Context: an optimization exercise on an open-source flow, tuned for small area and a short achievable clock period. The choices shown serve that exercise and are no tape-out recipe. Where RTL was checked, it was by simulation tests only, not by an equivalence proof against the original. For run 2, only the layout was checked, not whether the RTL still works. No activity file was given, so power comes from the tool's default toggle rates.

==> flow/design.v (outline; a module is shown in full before it is edited, if it fits) <==
// module PID: 38 lines
// module SegwayMath: 1021 lines
// module fa_cell: 4 lines
// module balance_cntrl: 23 lines
module balance_cntrl
# (parameter fast_sim=1)
(
input clk, rst_n,
input vld, pwr_up, rider_off,
input logic signed [15:0] ptch,
input logic signed [15:0] ptch_rt,
input logic [11:0] steer_pot,
input logic en_steer,
output logic signed [11:0] lft_spd,
output logic signed [11:0] rght_spd,
output logic too_fast
);
  // ...
==> flow/flow/run.sh <==
#!/bin/bash
# Layout flow: the standard synthesis, then an inverter clean-up around the
# full-adder cells (polarity.py) and a re-map of the remaining gates
# (remap.tcl, ABC area script), then the standard layout steps with plain
# buf_1 port buffers and a setup-repair target of MARGIN ns.
set -euo pipefail
MARGIN=9.5
R=orfs/results/sky130hd/balance_cntrl/base
bash standard.sh  synth > 1_standard_synth.log 2>&1
cp $R/1_2_yosys.v std_1_2_yosys.v
python3 flow/polarity.py std_1_2_yosys.v pol.v > 2_polarity.log 2>&1
export REMAP_LIB=$FLOW_HOME/platforms/sky130hd/lib/sky130_fd_sc_hd__tt_025C_1v80.lib
export REMAP_DONT_USE="$(sed -n '/DONT_USE_CELLS += /,/^$/p' $FLOW_HOME/platforms/sky130hd/config.mk | grep -o 'sky130_fd_sc_hd__[a-z0-9_]*' | tr '\n' ' ')"
STA=$(dirname $(command -v openroad))/sta
best=""; bestm=""
for s in flow/abc_*.script; do
  k=$(basename $s .script)
  REMAP_IN=pol.v REMAP_OUT=remap_$k.v REMAP_ABC_SCRIPT=$s yosys -c flow/remap.tcl > 3_remap_$k.log 2>&1 || continue
  PICK_NET=remap_$k.v PICK_LIB=$REMAP_LIB PICK_SDC=constraint.sdc $STA -no_init -exit flow/pick.tcl > 3_pick_$k.log 2>&1 || continue
  line=$(grep '^PICK' 3_pick_$k.log) || continue
  m=$(echo "$line" | awk '{print $3 * (37.5 - $5 * 1e9)}')
  echo "$k $line metric $m" >> 3_pick_summary.log
  if [ -z "$bestm" ] || awk "BEGIN {exit !($m < $bestm)}"; then best=$k; bestm=$m; fi
done
echo "chosen $best" >> 3_pick_summary.log
cp remap_$best.v remap.v
cp remap.v $R/1_2_yosys.v
rm -f $R/1_synth.odb $R/1_synth.sdc
ARGS=( "BUFFER_PORTS_ARGS=-buffer_cell sky130_fd_sc_hd__buf_1")
LATE=0
if [ "$LATE" = "1" ]; then
  # floorplan (and its first sizing pass) without the setup-repair target
  bash standard.sh "${ARGS[@]}" floorplan > 4_standard_floorplan.log 2>&1
fi
if [ "$MARGIN" != "none" ]; then
  ARGS+=("SETUP_SLACK_MARGIN=$MARGIN")
fi
bash standard.sh "${ARGS[@]}" finish > 4_standard_finish.log 2>&1
==> flow/flow/abc_a.script <==
strash
dch
map -B 0.9
topo
stime -c
buffer -c
upsize -c
dnsize -c
==> flow/flow/abc_b.script <==
strash
dc2
dch -f
map -a
strash
dch -f
map -a
topo
buffer -c
upsize -c
dnsize -c
==> flow/flow/abc_c.script <==
strash
&get -n
&fraig -x
&put
scorr
dc2
dretime
strash
&get -n
&dch -f
&nf -a
&put
buffer -c
upsize -c
dnsize -c
==> flow/flow/abc_e.script <==
strash
dc2
dch -f
map -a
strash
dc2
dch -f
map -a
strash
dch -f
map -a
topo
buffer -c
upsize -c
dnsize -c
==> flow/flow/abc_f.script <==
strash
&get -n
&dch -f
&nf -a
&put
strash
dch -f
map -a
topo
buffer -c
upsize -c
dnsize -c
==> flow/flow/pick.tcl <==
# Report area and worst setup slack of a candidate netlist (no wires).
# env: PICK_NET, PICK_LIB, PICK_SDC
read_liberty $::env(PICK_LIB)
read_verilog $::env(PICK_NET)
link_design balance_cntrl
read_sdc $::env(PICK_SDC)
set area 0.0
foreach inst [get_cells *] {
  set area [expr {$area + [get_property [get_lib_cells -of_objects $inst] area]}]
}
puts "PICK area $area slack [sta::worst_slack_cmd max]"
==> flow/flow/polarity.py <==
#!/usr/bin/env python3
"""Inverter clean-up around full adders in a flat sky130 gate netlist.

A full adder is self-dual: FA(~a, ~b, ~c) = (~sum, ~cout).  Each fa cell may
therefore run in inverted polarity.  This pass picks a polarity per fa cell
that needs the fewest inverters, removes the design's free inverters and adds
back one inverter per net whose complement some pin still needs.
Usage: polarity.py in.v out.v"""
import re, sys, collections

src = open(sys.argv[1]).read()
INV = re.compile(r'sky130_fd_sc_hd__(inv|clkinv)_\d+$')
FA = re.compile(r'sky130_fd_sc_hd__fa_\d+$')
OUTP = {'X', 'Y', 'Q', 'Q_N', 'SUM', 'COUT', 'HI', 'LO'}

m = re.search(r'\bmodule\s+(\w+)\s*\((.*?)\);(.*)\bendmodule', src, re.S)
top, portlist, body = m.group(1), m.group(2), m.group(3)
stmts = [s.strip() for s in body.split(';')]
cells = []      # [typ, name, {pin: net}]
other = []      # non-cell statements, kept verbatim
cre = re.compile(r'^(sky130_fd_sc_hd__\w+)\s+(\S+)\s*\((.*)\)$', re.S)
for s in stmts:
    if not s:
        continue
    mm = cre.match(s)
    if mm:
        pins = {p: n.strip() for p, n in re.findall(r'\.(\w+)\(([^()]*)\)', mm.group(3))}
        cells.append([mm.group(1), mm.group(2), pins])
    else:
        other.append(s)

# nets used by non-cell statements (assigns, ports) stay fixed
fixed_nets = set()
for s in other:
    if s.startswith('assign'):
        for tok in re.findall(r'\\\S+|[A-Za-z_][\w$]*(?:\[\d+\])?', s[len('assign'):]):
            fixed_nets.add(tok)
ports = set()
for s in other:
    mm = re.match(r'^(input|output|inout)\s*(\[(\d+):(\d+)\])?\s*(.*)$', s, re.S)
    if mm:
        names = [x.strip() for x in mm.group(5).split(',')]
        for n in names:
            if mm.group(2):
                a, b = int(mm.group(3)), int(mm.group(4))
                for i in range(min(a, b), max(a, b) + 1):
                    ports.add('%s[%d]' % (n, i))
            ports.add(n)
fixed_nets |= ports

driver = {}
for c in cells:
    for p, n in c[2].items():
        if p in OUTP:
            driver[n] = c

def is_free_inv(c):
    return INV.match(c[0]) and c[2]['Y'] not in fixed_nets

def root(n):
    par = 0
    seen = 0
    while n in driver and is_free_inv(driver[n]) and seen < 100:
        n = driver[n][2]['A']
        par ^= 1
        seen += 1
    return n, par

fas = [c for c in cells if FA.match(c[0])]
fa_idx = {c[1]: i for i, c in enumerate(fas)}
out_of = {}    # net -> fa index (physical driver)
for i, c in enumerate(fas):
    out_of[c[2]['SUM']] = i
    out_of[c[2]['COUT']] = i

# consumers: (cell, pin, root, parity, fa_index or None)
cons = []
for c in cells:
    if is_free_inv(c):
        continue
    for p, n in c[2].items():
        if p in OUTP:
            continue
        r, k = root(n)
        cons.append((c, p, r, k, fa_idx.get(c[1]) if FA.match(c[0]) else None))

f = [0] * len(fas)
def need(ci):
    c, p, r, k, w = cons[ci]
    ph = f[out_of[r]] if r in out_of else 0
    return k ^ ph ^ (f[w] if w is not None else 0)

by_root = collections.defaultdict(list)
for i, cc in enumerate(cons):
    by_root[cc[2]].append(i)
touch = collections.defaultdict(set)
for i, cc in enumerate(cons):
    if cc[4] is not None:
        touch[cc[4]].add(cc[2])
for i, c in enumerate(fas):
    touch[i].add(c[2]['SUM'])
    touch[i].add(c[2]['COUT'])

def cost_root(r):
    return 1 if any(need(i) for i in by_root[r]) else 0

def total():
    return sum(cost_root(r) for r in by_root)

before = total()
improved = True
it = 0
while improved and it < 50:
    improved = False
    it += 1
    for i in range(len(fas)):
        rs = touch[i]
        c0 = sum(cost_root(r) for r in rs)
        f[i] ^= 1
        c1 = sum(cost_root(r) for r in rs)
        if c1 < c0:
            improved = True
        else:
            f[i] ^= 1
after = total()

# rebuild
new_cells = [c for c in cells if not is_free_inv(c)]
old_inv = len(cells) - len(new_cells)
inv_net = {}
extra = []
wires = []
k = 0
for i, cc in enumerate(cons):
    c, p, r, par, w = cc
    if need(i):
        if r not in inv_net:
            k += 1
            nn = 'polinv_%d' % k
            inv_net[r] = nn
            wires.append(nn)
            extra.append(['sky130_fd_sc_hd__inv_1', 'polinv_cell_%d' % k, {'A': r, 'Y': nn}])
        c[2][p] = inv_net[r]
    else:
        c[2][p] = r

def emit(c):
    pins = ',\n'.join('    .%s(%s)' % (p, n + (' ' if n.startswith('\\') else '')) for p, n in c[2].items())
    return '  %s %s (\n%s\n  );' % (c[0], c[1], pins)

out = ['module %s(%s);' % (top, portlist)]
for s in other:
    out.append('  ' + s + ' ;')
for w_ in wires:
    out.append('  wire %s;' % w_)
for c in new_cells + extra:
    out.append(emit(c))
out.append('endmodule')
head = src[:m.start()]
open(sys.argv[2], 'w').write(head + '\n'.join(out) + '\n')
sys.stderr.write('polarity: %d fa cells, %d flipped, inverters %d -> %d (cost %d -> %d)\n'
                 % (len(fas), sum(f), old_inv, len(extra), before, after))
==> flow/flow/remap.tcl <==
# Re-map the random logic around the kept adder cells and flip-flops.
# env: REMAP_IN, REMAP_OUT, REMAP_LIB, REMAP_ABC_SCRIPT, REMAP_DONT_USE
yosys -import
set L $::env(REMAP_LIB)
read_liberty -ignore_miss_func -ignore_buses $L
read_verilog -defer $::env(REMAP_IN)
hierarchy -top balance_cntrl
foreach c {fa_1 fa_2 fa_4 dfrtp_1 dfrtp_2 dfrtp_4 dfxtp_1 conb_1} {
  catch { blackbox sky130_fd_sc_hd__$c }
}
flatten
opt_clean -purge
techmap
opt -fast
set dont_use {}
foreach c $::env(REMAP_DONT_USE) { lappend dont_use -dont_use $c }
abc -script $::env(REMAP_ABC_SCRIPT) -liberty $L {*}$dont_use
opt_clean -purge

stat -liberty $L
write_verilog -noattr -noexpr -nohex -nodec -selected $::env(REMAP_OUT)
==> flow/standard.sh <==
#!/bin/bash
# synth_recipe.tcl (not shown) runs the flow's synth.tcl, then flattens the netlist and writes it again
# the make line also repeats each setting of config.mk as NAME=value (left out here)
make -C /OpenROAD-flow-scripts/flow DESIGN_CONFIG=/design/flow/config.mk WORK_HOME=/design/flow/orfs CLKGATE_MAP_FILE= SYNTH_SCRIPT=/design/flow/synth_recipe.tcl "${@:-finish}"
==> flow/config.mk <==
export PLATFORM = sky130hd
export DESIGN_NAME = balance_cntrl
export DESIGN_NICKNAME = balance_cntrl
export VERILOG_FILES = /design/flow/design.v
export SDC_FILE = /design/flow/constraint.sdc
export NUM_CORES = 4
export LEC_CHECK = 0
export ABC_AREA = 1
export CAP_MARGIN = 20
export CORE_MARGIN = 2
export CORE_UTILIZATION = 70
export SLEW_MARGIN = 20
==> flow/constraint.sdc <==
create_clock -name core_clock -period 35.0 [get_ports {clk}]
set_input_delay 7.0000 -clock core_clock [delete_from_list [all_inputs] [get_ports {clk}]]
set_output_delay 7.0000 -clock core_clock [all_outputs]
set_load 0.01 [all_outputs]
==> summary.md, run 1 <==
| Metric | Value |
|---|---|
| F_max | 0.0404 GHz |
| Fraction of area in multi-input gates | 73.0% |
| NumNets Final | 1335 |
| Power share of the sequential group | 8.8% |
| Diode count | 0 |
| Max reg flops | 18 |
| Worst hold path startpoint | PID_balance.pre[9] |
| Die area | 12100 sq um |
| Critical Path RT | 28000 ps |
| Logic pwr share | 85.8% |
| Setup TNS | 0 ps |
| Pwr top | combinational logic |
| Largest Register | PID_balance.integrator |
| Max Used Layer | met4 |
| Yosys Warn Count | 1 |
| Hold Path Class | reg2reg |
| Clock sinks | 37 |
| Busiest layer in global routing | met2 |
| Buffers excl. clock | 71 |
| Core Rows | 38 |
| Status | no timing/DRC/antenna violations |
| P_comb | 0.495 mW |
| Crit path from | ptch[9] |
| Setup ws final | 10250 ps |
| Post-CTS sizing | 0 |
| Slowest stage delay, CP | 650 ps |
| Syn Std Cell Area | 7880 sq um |
| Clock distribution power | 0.0313 mW |
| Residual DRC | 0 |
| Met2 usage | 54.9% |
| Seq area share | 10.9% |
| Worst hold stages | 2 |
| Slowest cell on crit path | fa_2 |
| Initial antenna violation count | 0 |
| Seq Cell Count | 37 |
| Fin util | 77.9% |
| All-Layer GR Usage | 33.0% |
==> run 2, diff against run 1 <==
--- a/flow/design.v
+++ b/flow/design.v
@@ -773,190 +773,186 @@
 wire n699 = lt[4] ^ lt[3];
 wire n700 = lt[5] ^ n686;
 wire n701 = lt[6] ^ n687;
 wire n702 = lt[7] ^ n689;
 wire n703 = lt[8] ^ n690;
 wire n704 = lt[9] ^ n692;
 wire n705 = lt[10] ^ n694;
 wire n706 = lt[11] ^ n696;
-wire n707 = (lt[9] & (lt[8] & (lt[7] | (lt[6] & (lt[5] | (lt[4] & lt[3]))))));
-wire n708 = (lt[6] | (lt[5] & (lt[4] | (lt[3] & (lt[2] | (lt[1] & lt[0]))))));
-wire n709 = (lt[7] & (lt[6] & (lt[5] | (lt[4] & (lt[3] | (lt[2] & lt[1]))))));
-wire n710 = (lt[9] | (lt[8] | (lt[7] & (lt[6] | (lt[5] & (lt[4] | lt[3]))))));
-wire n711 = (lt[6] & (lt[5] | (lt[4] & (lt[3] & (lt[2] | (lt[1] | lt[0]))))));
+wire n707 = (lt[6] | (lt[5] & (lt[4] | (lt[3] & (lt[2] | (lt[1] & lt[0]))))));
+wire n708 = (lt[7] & (lt[6] & (lt[5] | (lt[4] & (lt[3] | (lt[2] & lt[1]))))));
+wire n709 = (lt[6] & (lt[5] | (lt[4] & (lt[3] & (lt[2] | (lt[1] | lt[0]))))));
+wire n710, n711;
+fa_cell un710 (.a(n437), .b(n439), .c(st[0]), .s(n710), .co(n711));
 wire n712, n713;
-fa_cell un712 (.a(n437), .b(n439), .c(st[0]), .s(n712), .co(n713));
+fa_cell un712 (.a(n440), .b(n441), .c(st[1]), .s(n712), .co(n713));
 wire n714, n715;
-fa_cell un714 (.a(n440), .b(n441), .c(st[1]), .s(n714), .co(n715));
+fa_cell un714 (.a(n442), .b(n443), .c(st[2]), .s(n714), .co(n715));
 wire n716, n717;
-fa_cell un716 (.a(n442), .b(n443), .c(st[2]), .s(n716), .co(n717));
+fa_cell un716 (.a(n444), .b(n446), .c(st[3]), .s(n716), .co(n717));
 wire n718, n719;
-fa_cell un718 (.a(n444), .b(n446), .c(st[3]), .s(n718), .co(n719));
-wire n720, n721;
-fa_cell un720 (.a(n447), .b(n449), .c(st[4]), .s(n720), .co(n721));
-wire n722 = ~n452;
-wire n723, n724;
-fa_cell un723 (.a(n450), .b(n722), .c(st[5]), .s(n723), .co(n724));
-wire n725 = ~n453;
+fa_cell un718 (.a(n447), .b(n449), .c(st[4]), .s(n718), .co(n719));
+wire n720 = ~n452;
+wire n721, n722;
+fa_cell un721 (.a(n450), .b(n720), .c(st[5]), .s(n721), .co(n722));
+wire n723 = ~n453;
+wire n724, n725;
+fa_cell un724 (.a(n723), .b(n454), .c(st[6]), .s(n724), .co(n725));
 wire n726, n727;
-fa_cell un726 (.a(n725), .b(n454), .c(st[6]), .s(n726), .co(n727));
+fa_cell un726 (.a(n455), .b(n456), .c(st[7]), .s(n726), .co(n727));
 wire n728, n729;
-fa_cell un728 (.a(n455), .b(n456), .c(st[7]), .s(n728), .co(n729));
+fa_cell un728 (.a(n457), .b(n458), .c(st[8]), .s(n728), .co(n729));
 wire n730, n731;
-fa_cell un730 (.a(n457), .b(n458), .c(st[8]), .s(n730), .co(n731));
-wire n732, n733;
-fa_cell un732 (.a(n459), .b(n461), .c(st[9]), .s(n732), .co(n733));
-wire n734 = ~n305;
-wire n735, n736;
-fa_cell un735 (.a(n462), .b(n734), .c(st[9]), .s(n735), .co(n736));
-wire n737 = n712 ^ n492;
-wire n738 = ~n712 & n492;
+fa_cell un730 (.a(n459), .b(n461), .c(st[9]), .s(n730), .co(n731));
+wire n732 = ~n305;
+wire n733, n734;
+fa_cell un733 (.a(n462), .b(n732), .c(st[9]), .s(n733), .co(n734));
+wire n735 = n710 ^ n492;
+wire n736 = ~n710 & n492;
+wire n737 = n712 ^ n711;
+wire n738 = ~n712 & ~n711;
 wire n739 = n714 ^ n713;
 wire n740 = ~n714 & ~n713;
 wire n741 = n716 ^ n715;
 wire n742 = ~n716 & ~n715;
 wire n743 = n718 ^ n717;
 wire n744 = ~n718 & ~n717;
-wire n745 = n720 ^ n719;
-wire n746 = ~n720 & ~n719;
-wire n747 = n723 ^ n721;
-wire n748 = ~n723 & ~n721;
-wire n749 = n726 ^ n724;
-wire n750 = ~n726 & ~n724;
+wire n745 = n721 ^ n719;
+wire n746 = ~n721 & ~n719;
+wire n747 = n724 ^ n722;
+wire n748 = ~n724 & ~n722;
+wire n749 = n726 ^ n725;
+wire n750 = ~n726 & ~n725;
 wire n751 = n728 ^ n727;
 wire n752 = ~n728 & ~n727;
 wire n753 = n730 ^ n729;
 wire n754 = ~n730 & ~n729;
-wire n755 = n732 ^ n731;
-wire n756 = ~n732 & ~n731;
-wire n757 = n735 ^ n733;
-wire n758 = ~n735 & ~n733;
-wire n759 = st[9] ^ n736;
-wire n760 = st[9] & ~n736;
-wire n761 = st[9] ^ st[9];
-wire n762 = st[9] & ~st[9];
-wire n763 = n738 | ~n737;
-wire n764 = n741 & n740;
-wire n765 = n742 | n764;
-wire n766 = n741 & n739;
-wire n767 = n745 & n744;
-wire n768 = n746 | n767;
-wire n769 = n745 & n743;
-wire n770 = n749 & n748;
-wire n771 = n750 | n770;
-wire n772 = n749 & n747;
-wire n773 = n753 & n752;
-wire n774 = n754 | n773;
-wire n775 = n753 & n751;
-wire n776 = n757 & n756;
-wire n777 = n758 | n776;
-wire n778 = n757 & n755;
-wire n779 = ~n761 & n760;
-wire n780 = n762 | n779;
-wire n781 = ~n761 & ~n759;
-wire n782 = n739 & n763;
-wire n783 = n740 | n782;
-wire n784 = n766 & n763;
-wire n785 = n765 | n784;
-wire n786 = n747 & n768;
-wire n787 = n748 | n786;
-wire n788 = n747 & n769;
-wire n789 = n772 & n768;
-wire n790 = n771 | n789;
-wire n791 = n772 & n769;
-wire n792 = n755 & n774;
-wire n793 = n756 | n792;
-wire n794 = n755 & n775;
-wire n795 = n778 & n774;
-wire n796 = n777 | n795;
-wire n797 = n778 & n775;
-wire n798 = n743 & n785;
-wire n799 = n744 | n798;
-wire n800 = n769 & n785;
-wire n801 = n768 | n800;
-wire n802 = n788 & n785;
-wire n803 = n787 | n802;
-wire n804 = n791 & n785;
-wire n805 = n790 | n804;
-wire n806 = ~n759 & n796;
-wire n807 = n760 | n806;
-wire n808 = ~n759 & n797;
-wire n809 = n781 & n796;
-wire n810 = n780 | n809;
-wire n811 = n781 & n797;
-wire n812 = n751 & n805;
-wire n813 = n752 | n812;
-wire n814 = n775 & n805;
-wire n815 = n774 | n814;
-wire n816 = n794 & n805;
-wire n817 = n793 | n816;
-wire n818 = n797 & n805;
-wire n819 = n796 | n818;
-wire n820 = n808 & n805;
-wire n821 = n807 | n820;
-wire n822 = n811 & n805;
-wire n823 = n810 | n822;
-wire n824 = n739 ^ n763;
-wire n825 = n741 ^ n783;
-wire n826 = n743 ^ n785;
-wire n827 = n745 ^ n799;
-wire n828 = n747 ^ n801;
-wire n829 = n749 ^ n803;
-wire n830 = n751 ^ n805;
-wire n831 = n753 ^ n813;
-wire n832 = n755 ^ n815;
-wire n833 = n757 ^ n817;
-wire n834 = n759 ^ n819;
-wire n835 = n761 ^ n821;
-wire n836 = rt[4] & rt[3];
-wire n837 = ~rt[5] & n836;
-wire n838 = rt[5] | n837;
-wire n839 = rt[6] & n838;
-wire n840 = ~rt[7] & n839;
-wire n841 = rt[7] | n840;
-wire n842 = rt[8] & n841;
-wire n843 = rt[9] & n842;
-wire n844 = rt[10] & n843;
-wire n845 = rt[11] & n844;
-wire n846 = rt[4] ^ rt[3];
-wire n847 = rt[5] ^ n836;
-wire n848 = rt[6] ^ n838;
-wire n849 = rt[7] ^ n839;
-wire n850 = rt[8] ^ n841;
-wire n851 = rt[9] ^ n842;
-wire n852 = rt[10] ^ n843;
-wire n853 = rt[11] ^ n844;
-wire n854 = ~rt[4] & rt[3];
-wire n855 = rt[4] | n854;
-wire n856 = rt[5] & n855;
-wire n857 = ~rt[6] & n856;
-wire n858 = rt[6] | n857;
-wire n859 = rt[7] & n858;
-wire n860 = ~rt[8] & n859;
-wire n861 = rt[8] | n860;
-wire n862 = ~rt[9] & n861;
-wire n863 = rt[9] | n862;
-wire n864 = ~rt[10] & n863;
-wire n865 = rt[10] | n864;
-wire n866 = ~rt[11] & n865;
-wire n867 = rt[11] | n866;
-wire n868 = rt[4] ^ rt[3];
-wire n869 = rt[5] ^ n855;
-wire n870 = rt[6] ^ n856;
-wire n871 = rt[7] ^ n858;
-wire n872 = rt[8] ^ n859;
-wire n873 = rt[9] ^ n861;
-wire n874 = rt[10] ^ n863;
-wire n875 = rt[11] ^ n865;
-wire n876 = (rt[9] & (rt[8] & (rt[7] | (rt[6] & (rt[5] | (rt[4] & rt[3]))))));
-wire n877 = (rt[6] | (rt[5] & (rt[4] | (rt[3] & (rt[2] | (rt[1] & rt[0]))))));
-wire n878 = (rt[7] & (rt[6] & (rt[5] | (rt[4] & (rt[3] | (rt[2] & rt[1]))))));
-wire n879 = (rt[9] | (rt[8] | (rt[7] & (rt[6] | (rt[5] & (rt[4] | rt[3]))))));
-wire n880 = (rt[6] & (rt[5] | (rt[4] & (rt[3] & (rt[2] | (rt[1] | rt[0]))))));
+wire n755 = n733 ^ n731;
+wire n756 = ~n733 & ~n731;
+wire n757 = st[9] ^ n734;
+wire n758 = st[9] & ~n734;
+wire n759 = st[9] ^ st[9];
+wire n760 = st[9] & ~st[9];
+wire n761 = n736 | ~n735;
+wire n762 = n739 & n738;
+wire n763 = n740 | n762;
+wire n764 = n739 & n737;
+wire n765 = n743 & n742;
+wire n766 = n744 | n765;
+wire n767 = n743 & n741;
+wire n768 = n747 & n746;
+wire n769 = n748 | n768;
+wire n770 = n747 & n745;
+wire n771 = n751 & n750;
+wire n772 = n752 | n771;
+wire n773 = n751 & n749;
+wire n774 = n755 & n754;
+wire n775 = n756 | n774;
+wire n776 = n755 & n753;
+wire n777 = ~n759 & n758;
+wire n778 = n760 | n777;
+wire n779 = ~n759 & ~n757;
+wire n780 = n737 & n761;
+wire n781 = n738 | n780;
+wire n782 = n764 & n761;
+wire n783 = n763 | n782;
+wire n784 = n745 & n766;
+wire n785 = n746 | n784;
+wire n786 = n745 & n767;
+wire n787 = n770 & n766;
+wire n788 = n769 | n787;
+wire n789 = n770 & n767;
+wire n790 = n753 & n772;
+wire n791 = n754 | n790;
+wire n792 = n753 & n773;
+wire n793 = n776 & n772;
+wire n794 = n775 | n793;
+wire n795 = n776 & n773;
+wire n796 = n741 & n783;
+wire n797 = n742 | n796;
+wire n798 = n767 & n783;
+wire n799 = n766 | n798;
+wire n800 = n786 & n783;
+wire n801 = n785 | n800;
+wire n802 = n789 & n783;
+wire n803 = n788 | n802;
+wire n804 = ~n757 & n794;
+wire n805 = n758 | n804;
+wire n806 = ~n757 & n795;
+wire n807 = n779 & n794;
+wire n808 = n778 | n807;
+wire n809 = n779 & n795;
+wire n810 = n749 & n803;
+wire n811 = n750 | n810;
+wire n812 = n773 & n803;
+wire n813 = n772 | n812;
+wire n814 = n792 & n803;
+wire n815 = n791 | n814;
+wire n816 = n795 & n803;
+wire n817 = n794 | n816;
+wire n818 = n806 & n803;
+wire n819 = n805 | n818;
+wire n820 = n809 & n803;
+wire n821 = n808 | n820;
+wire n822 = n737 ^ n761;
+wire n823 = n739 ^ n781;
+wire n824 = n741 ^ n783;
+wire n825 = n743 ^ n797;
+wire n826 = n745 ^ n799;
+wire n827 = n747 ^ n801;
+wire n828 = n749 ^ n803;
+wire n829 = n751 ^ n811;
+wire n830 = n753 ^ n813;
+wire n831 = n755 ^ n815;
+wire n832 = n757 ^ n817;
+wire n833 = n759 ^ n819;
+wire n834 = rt[4] & rt[3];
+wire n835 = ~rt[5] & n834;
+wire n836 = rt[5] | n835;
+wire n837 = rt[6] & n836;
+wire n838 = ~rt[7] & n837;
+wire n839 = rt[7] | n838;
+wire n840 = rt[8] & n839;
+wire n841 = rt[9] & n840;
+wire n842 = rt[10] & n841;
+wire n843 = rt[11] & n842;
+wire n844 = rt[4] ^ rt[3];
+wire n845 = rt[5] ^ n834;
+wire n846 = rt[6] ^ n836;
+wire n847 = rt[7] ^ n837;
+wire n848 = rt[8] ^ n839;
+wire n849 = rt[9] ^ n840;
+wire n850 = rt[10] ^ n841;
+wire n851 = rt[11] ^ n842;
+wire n852 = ~rt[4] & rt[3];
+wire n853 = rt[4] | n852;
+wire n854 = rt[5] & n853;
+wire n855 = ~rt[6] & n854;
+wire n856 = rt[6] | n855;
+wire n857 = rt[7] & n856;
+wire n858 = ~rt[8] & n857;
+wire n859 = rt[8] | n858;
+wire n860 = ~rt[9] & n859;
+wire n861 = rt[9] | n860;
+wire n862 = ~rt[10] & n861;
+wire n863 = rt[10] | n862;
+wire n864 = ~rt[11] & n863;
+wire n865 = rt[11] | n864;
+wire n866 = rt[4] ^ rt[3];
+wire n867 = rt[5] ^ n853;
+wire n868 = rt[6] ^ n854;
+wire n869 = rt[7] ^ n856;
+wire n870 = rt[8] ^ n857;
+wire n871 = rt[9] ^ n859;
+wire n872 = rt[10] ^ n861;
+wire n873 = rt[11] ^ n863;
+wire n874 = (rt[6] | (rt[5] & (rt[4] | (rt[3] & (rt[2] | (rt[1] & rt[0]))))));
+wire n875 = (rt[7] & (rt[6] & (rt[5] | (rt[4] & (rt[3] | (rt[2] & rt[1]))))));
+wire n876 = (rt[6] & (rt[5] | (rt[4] & (rt[3] & (rt[2] | (rt[1] | rt[0]))))));
 assign isum[0] = n1;
 assign isum[1] = n3;
 assign isum[2] = n5;
 assign isum[3] = n7;
 assign isum[4] = n9;
 assign isum[5] = n11;
 assign isum[6] = n13;
 assign isum[7] = n15;
@@ -1012,48 +1008,48 @@
 assign la[1] = lt[12] ? ~n699 : n677;
 assign la[2] = lt[12] ? n700 : ~n678;
 assign la[3] = lt[12] ? ~n701 : n679;
 assign la[4] = lt[12] ? n702 : ~n680;
 assign la[5] = lt[12] ? ~n703 : n681;
 assign la[6] = lt[12] ? ~n704 : n682;
 assign la[7] = lt[12] ? ~n705 : n683;
 assign la[8] = lt[12] ? ~n706 : n684;
-assign l_hi = (lt[11] | (lt[10] & n707));
-assign l_pos = (lt[11] | (lt[10] | (lt[9] | (lt[8] | (lt[7] | n708)))));
-assign l_sm = (lt[11] & (lt[10] & (lt[9] & (lt[8] & n709))));
-assign l_lo = (lt[11] & (lt[10] | n710));
-assign l_fast = (lt[11] | (lt[10] & (lt[9] | (lt[8] & (lt[7] | n711)))));
-assign rt[0] = n737;
-assign rt[1] = n824;
-assign rt[2] = n825;
-assign rt[3] = n826;
-assign rt[4] = n827;
-assign rt[5] = n828;
-assign rt[6] = n829;
-assign rt[7] = n830;
-assign rt[8] = n831;
-assign rt[9] = n832;
-assign rt[10] = n833;
-assign rt[11] = ~n834;
-assign rt[12] = ~n835;
+assign l_hi = n684;
+assign l_pos = (lt[11] | (lt[10] | (lt[9] | (lt[8] | (lt[7] | n707)))));
+assign l_sm = (lt[11] & (lt[10] & (lt[9] & (lt[8] & n708))));
+assign l_lo = ~n706;
+assign l_fast = (lt[11] | (lt[10] & (lt[9] | (lt[8] & (lt[7] | n709)))));
+assign rt[0] = n735;
+assign rt[1] = n822;
+assign rt[2] = n823;
+assign rt[3] = n824;
+assign rt[4] = n825;
+assign rt[5] = n826;
+assign rt[6] = n827;
+assign rt[7] = n828;
+assign rt[8] = n829;
+assign rt[9] = n830;
+assign rt[10] = n831;
+assign rt[11] = ~n832;
+assign rt[12] = ~n833;
 assign ra[0] = rt[12] ? ~rt[3] : ~rt[3];
-assign ra[1] = rt[12] ? ~n868 : n846;
-assign ra[2] = rt[12] ? n869 : ~n847;
-assign ra[3] = rt[12] ? ~n870 : n848;
-assign ra[4] = rt[12] ? n871 : ~n849;
-assign ra[5] = rt[12] ? ~n872 : n850;
-assign ra[6] = rt[12] ? ~n873 : n851;
-assign ra[7] = rt[12] ? ~n874 : n852;
-assign ra[8] = rt[12] ? ~n875 : n853;
-assign r_hi = (rt[11] | (rt[10] & n876));
-assign r_pos = (rt[11] | (rt[10] | (rt[9] | (rt[8] | (rt[7] | n877)))));
-assign r_sm = (rt[11] & (rt[10] & (rt[9] & (rt[8] & n878))));
-assign r_lo = (rt[11] & (rt[10] | n879));
-assign r_fast = (rt[11] | (rt[10] & (rt[9] | (rt[8] & (rt[7] | n880)))));
+assign ra[1] = rt[12] ? ~n866 : n844;
+assign ra[2] = rt[12] ? n867 : ~n845;
+assign ra[3] = rt[12] ? ~n868 : n846;
+assign ra[4] = rt[12] ? n869 : ~n847;
+assign ra[5] = rt[12] ? ~n870 : n848;
+assign ra[6] = rt[12] ? ~n871 : n849;
+assign ra[7] = rt[12] ? ~n872 : n850;
+assign ra[8] = rt[12] ? ~n873 : n851;
+assign r_hi = n851;
+assign r_pos = (rt[11] | (rt[10] | (rt[9] | (rt[8] | (rt[7] | n874)))));
+assign r_sm = (rt[11] & (rt[10] & (rt[9] & (rt[8] & n875))));
+assign r_lo = ~n873;
+assign r_fast = (rt[11] | (rt[10] & (rt[9] | (rt[8] & (rt[7] | n876)))));
 wire [11:0] l_y = !lt[12] ? (l_hi ? 12'h7FF : l_pos ? {la, lt[2:0]} : {lt[9:0], 2'b00})
                           : (l_sm ? {lt[9:0], 2'b00} : l_lo ? {la, lt[2:0]} : 12'h800);
 wire [11:0] r_y = !rt[12] ? (r_hi ? 12'h7FF : r_pos ? {ra, rt[2:0]} : {rt[9:0], 2'b00})
                           : (r_sm ? {rt[9:0], 2'b00} : r_lo ? {ra, rt[2:0]} : 12'h800);
 assign lft_spd = pwr_up ? l_y : 12'h000;
 assign rght_spd = pwr_up ? r_y : 12'h000;
 assign too_fast = pwr_up && ((!lt[12] && l_fast) || (!rt[12] && r_fast));
 endmodule
--- a/flow/flow/run.sh
+++ b/flow/flow/run.sh
@@ -1,15 +1,15 @@
 #!/bin/bash
 # Layout flow: the standard synthesis, then an inverter clean-up around the
 # full-adder cells (polarity.py) and a re-map of the remaining gates
 # (remap.tcl, ABC area script), then the standard layout steps with plain
 # buf_1 port buffers and a setup-repair target of MARGIN ns.
 set -euo pipefail
-MARGIN=9.5
+MARGIN=9
 R=orfs/results/sky130hd/balance_cntrl/base
 bash standard.sh  synth > 1_standard_synth.log 2>&1
 cp $R/1_2_yosys.v std_1_2_yosys.v
 python3 flow/polarity.py std_1_2_yosys.v pol.v > 2_polarity.log 2>&1
 export REMAP_LIB=$FLOW_HOME/platforms/sky130hd/lib/sky130_fd_sc_hd__tt_025C_1v80.lib
 export REMAP_DONT_USE="$(sed -n '/DONT_USE_CELLS += /,/^$/p' $FLOW_HOME/platforms/sky130hd/config.mk | grep -o 'sky130_fd_sc_hd__[a-z0-9_]*' | tr '\n' ' ')"
 STA=$(dirname $(command -v openroad))/sta
 best=""; bestm=""
==> run 2 against run 1 <==
Count of clock-buffer cells in the layout unchanged; die area about the same; power down 2.2%; utilization down 0.47 points; critical path depth down 3.
==> summary.md, run 2 <==
| Metric | Value |
|---|---|
| Post-synthesis cell count | 1119 (was 1099) |
| Hold Path Class | reg2reg (unchanged) |
| Crit-path max FO | 13 (was 9) |
| Final Hold Vio Count | 0 (unchanged) |
| Most common cell after layout, fill and taps aside | nor2_1 (was inv_1) |
| Worst reg-to-reg setup slack | 27360 ps (was 27710 ps) |
| GRT Residual Overflow | 0 (unchanged) |
| RD Place Congestion | 0.923 (was 0.943) |
| Worst setup EP type | output pin (unchanged) |
| All-Layer GR Usage | 30.9% (was 33.0%) |
| Post-CTS Hold Fix Bufs | 0 (unchanged) |
| Clock transition at path regs | 80 ps (was 90 ps) |
| Worst Max-Slew Pin Slew | 932 ps (was 1040 ps) |
| Die Y | 110 um (about the same) |
| CTS tree | yes (unchanged) |
| # H-tree levels | 2 (unchanged) |
| Residual DRC | 0 (unchanged) |
| Syn_area_per_cell | 7.04 sq um (was 7.17 sq um) |
| Finished Layout Cells | 1333 (was 1311) |
| FF+latch area | 926 sq um (unchanged) |
| Most frequent cells in the layout | 210 x nor2_1, 207 x inv_1, 160 x nand2_1, 115 x fa_1 (was 190 x inv_1, 186 x nor2_1, 185 x nand2_1, 114 x fa_1, 67 x buf_1) |
| Clk root buf | clkbuf_8 (unchanged) |
| Placed instance area | 8300 sq um (was 8290 sq um) |
| CP Data Arrival Time | 18040 ps (was 17750 ps) |
| Sw Share | 63.4% (was 63.8%) |
| Slowest cell on crit path | fa_1 (was fa_2) |
| Worst Setup Start Kind | primary input (unchanged) |
| Clock sinks | 37 (unchanged) |
| Status | no timing/DRC/antenna violations (unchanged) |
| Core Rows | 38 (unchanged) |
| Endpoints failing setup | 0 (unchanged) |
| Chip width | 110 um (about the same) |
| Syn Std Cell Area | 7870 sq um (was 7880 sq um) |
| Max reg flops | 18 (unchanged) |
| NumNets Final | 1357 (was 1335) |
| Initial core utilization | 72.3% (was 72.4%) |
| Net Sw Power | 0.358 mW (was 0.368 mW) |
| Logic pwr share | 85.5% (was 85.8%) |
| First drt pass iteration count | 5 (was 6) |
| Core area | 10900 sq um (unchanged) |
| Diode count | 0 (unchanged) |
| Period utilization | 71.5% (was 70.7%) |
| Setup TNS | 0 ps (unchanged) |
| Slowest stage delay, CP | 640 ps (was 650 ps) |
| Clock power share | 5.5% (was 5.4%) |
| Largest registers | PID_balance.integrator x18, PID_balance.pre x11, PID_balance.ss_tmr x8 (unchanged) |
| Rel. slew slack | 37.9% (was 29.9%) |
| Yosys Warn Count | 1 (unchanged) |
| P_int | 0.207 mW (was 0.209 mW) |
| Placed instance count | 1323 (was 1302) |
| CP top delay family | compound AO/OA/AOI/OAI gates (was adder cells) |
| Net Count, Synth | 1284 (was 1264) |
| DR WL/cell | 13.4 um (was 14.7 um) |
| FILL cells | 867 (was 857) |
| RSZ-0062 raised after global routing | false (unchanged) |
| Power Density | 66.9 nW/um^2 (was 68.0 nW/um^2) |
| CTS Buf Count | 5 (unchanged) |
| Largest net degree at the start of global routing | 38 (unchanged) |
| Via count | 7434 (was 7510) |
| Area of the multi-input gates | 6070 sq um (was 6190 sq um) |
| Final Instance Area | 8430 sq um (was 8490 sq um) |
| Clock latency (worst-skew pair) | 300 ps (about the same) |
| Max-slew violation count | 0 (unchanged) |
| LEAKAGE | 4.04 nW (was 3.99 nW) |
| Setup CP Type | in2out (unchanged) |
| First-pass GRT wire length | 29.7 mm (was 31.6 mm) |
| HPWL Detailed | 14.7 mm (was 15.8 mm) |
| Die area | 12100 sq um (about the same) |
| Power share of the sequential group | 9.0% (was 8.8%) |
| Max Root-Sink Buffers | 2 (unchanged) |
| Critical Path RT | 28000 ps (about the same) |
| IO Count | 75 (unchanged) |
| Layout Area Growth over Synthesis | 7.12% (was 7.70%) |
| I/O Buffers | 68 (unchanged) |
| Clock Skew | 8.54 ps (was 12.3 ps) |
| MaxCap Viol Count | 0 (unchanged) |
| Min Tclk post-route | 25040 ps (was 24750 ps) |
| Max VDD drop | 0.000104 V (was 0.000152 V) |
| Initial drt markers | 585 (was 748) |
| F_max | 0.0399 GHz (was 0.0404 GHz) |
| Share of layout cells above drive strength 1 | 7.04% (was 9.14%) |
| Initial antenna violation count | 0 (unchanged) |
| Largest Register | PID_balance.integrator (unchanged) |
| Routed wire length | 17.8 mm (was 19.3 mm) |
| CP Buf/Inv Count | 10 (was 12) |
| DR vias/cell | 5.58 (was 5.73) |
| Routed Antenna Nets | 0 (unchanged) |
| Pwr Total | 0.564 mW (was 0.577 mW) |
| Vias in the first global route | 6648 (was 7115) |
==> run 2: cell types whose count changed in the layout (fill, tap and decap cells not counted), moves of 7 or more <==
cell / delta
nand2_1: -25
nor2_1: +24
inv_1: +17
a21oi_1: +12
o21ai_1: +11
o21ai_0: +8
xor2_1: +8
nand2_4: -7
==> run 2: power by group through the flow <==
stage / combinational [mW] / sequential, mW / clock, mW
global placement: 0.449 / 0.0515 / 0
floorplan: 0.354 / 0.0507 / 0
finish: 0.483 / 0.0509 / 0.0309
CTS: 0.463 / 0.0508 / 0.0315
detailed placement: 0.460 / 0.0517 / 0
global route: 0.531 / 0.0513 / 0.0334
==> run 2: cell type report <==
cell class	instances	share of cell area [%]
Inverter	233	10.4
Clock inverter	3	0.252
Sequential cell	37	11.0
Timing Repair Buffer	73	3.49
Multi-Input combinational cell	842	72.0
Clock buffer	5	0.816
Tap cell	140	2.08
==> run 2: metal layers <==
metal	global-route usage (%)	wire length [um]	up-vias
met4	5.52	192	0
li1	-	-	3664
met1	46.7	8240	3506
met3	3.17	1190	24
met5	0	0	-
met2	49.2	8200	240
==> run 2: worst paths after layout <==
check                                          startpoint                    endpoint  cells after the start
worst max-delay path                             ptch[10]                  lft_spd[7]                     54
worst min-delay path                   PID_balance.pre[5]          PID_balance.pre[6]                      2
worst max register to register  PID_balance.integrator[0]   PID_balance.integrator[4]                     30
worst min register to register         PID_balance.pre[5]          PID_balance.pre[6]                      2
max in group asynchronous                           rst_n   PID_balance.integrator[6]                      1
min in group asynchronous                           rst_n  PID_balance.integrator[13]                      1
==> run 2: tightest hold or removal path: cells and delay by family (launching register included) <==
kind                   cells  cell delay, ps
buffers and inverters      1              50
AND/OR/NAND/NOR            1              70
flip-flops                 1             350
==> run 2: through the flow <==
step / setup slack (ps) / utilization, % / hold slack, ps
after floorplan: 11380 / - / 471
after global placement: 9760 / 76.2 / 484
after detailed placement: 9490 / 76.2 / 492
after CTS: 9440 / 77.0 / 510
after global routing: 9020 / 77.5 / 535
final: 9960 / 77.5 / 510
==> run 2: what timing repair did <==
action / 4_1_cts / 5_1_grt
buffers inserted: 0 / 2
gates resized for setup: 0 / 13
setup endpoints to repair: 0 / 24

## what the ideal ports hide
The results above use ideal ports. As a check the final layouts listed here were re-extracted and re-timed, cells and wires unchanged.
Step 1, drivers: a clkbuf_16 drives clk and a buf_2 each remaining input, both assumed.
Step 2 moves the port delays by t, midway between the first and last clock arrival at a register: inputs arrive t later, outputs are due t later. That takes back most of the time a late clock gives input paths.
Three values: ideal ports, drivers, drivers and shift; two values: the first two.
| run | t, ns | slack for setup (ns) | hold slack, ns |
|---|---|---|---|
| run 1 | 0.316 | 10.250 / 10.224 / 10.224 | 0.524 / 0.524 / 0.524 |
| run 2 | 0.322 | 9.958 / 9.927 / 9.927 | 0.510 / 0.510 / 0.510 |
After both steps setup and hold are still met in every run listed. For run 2, which loses most, drivers alone change the setup slack by -0.031 ns; drivers and shift together by -0.031 ns.
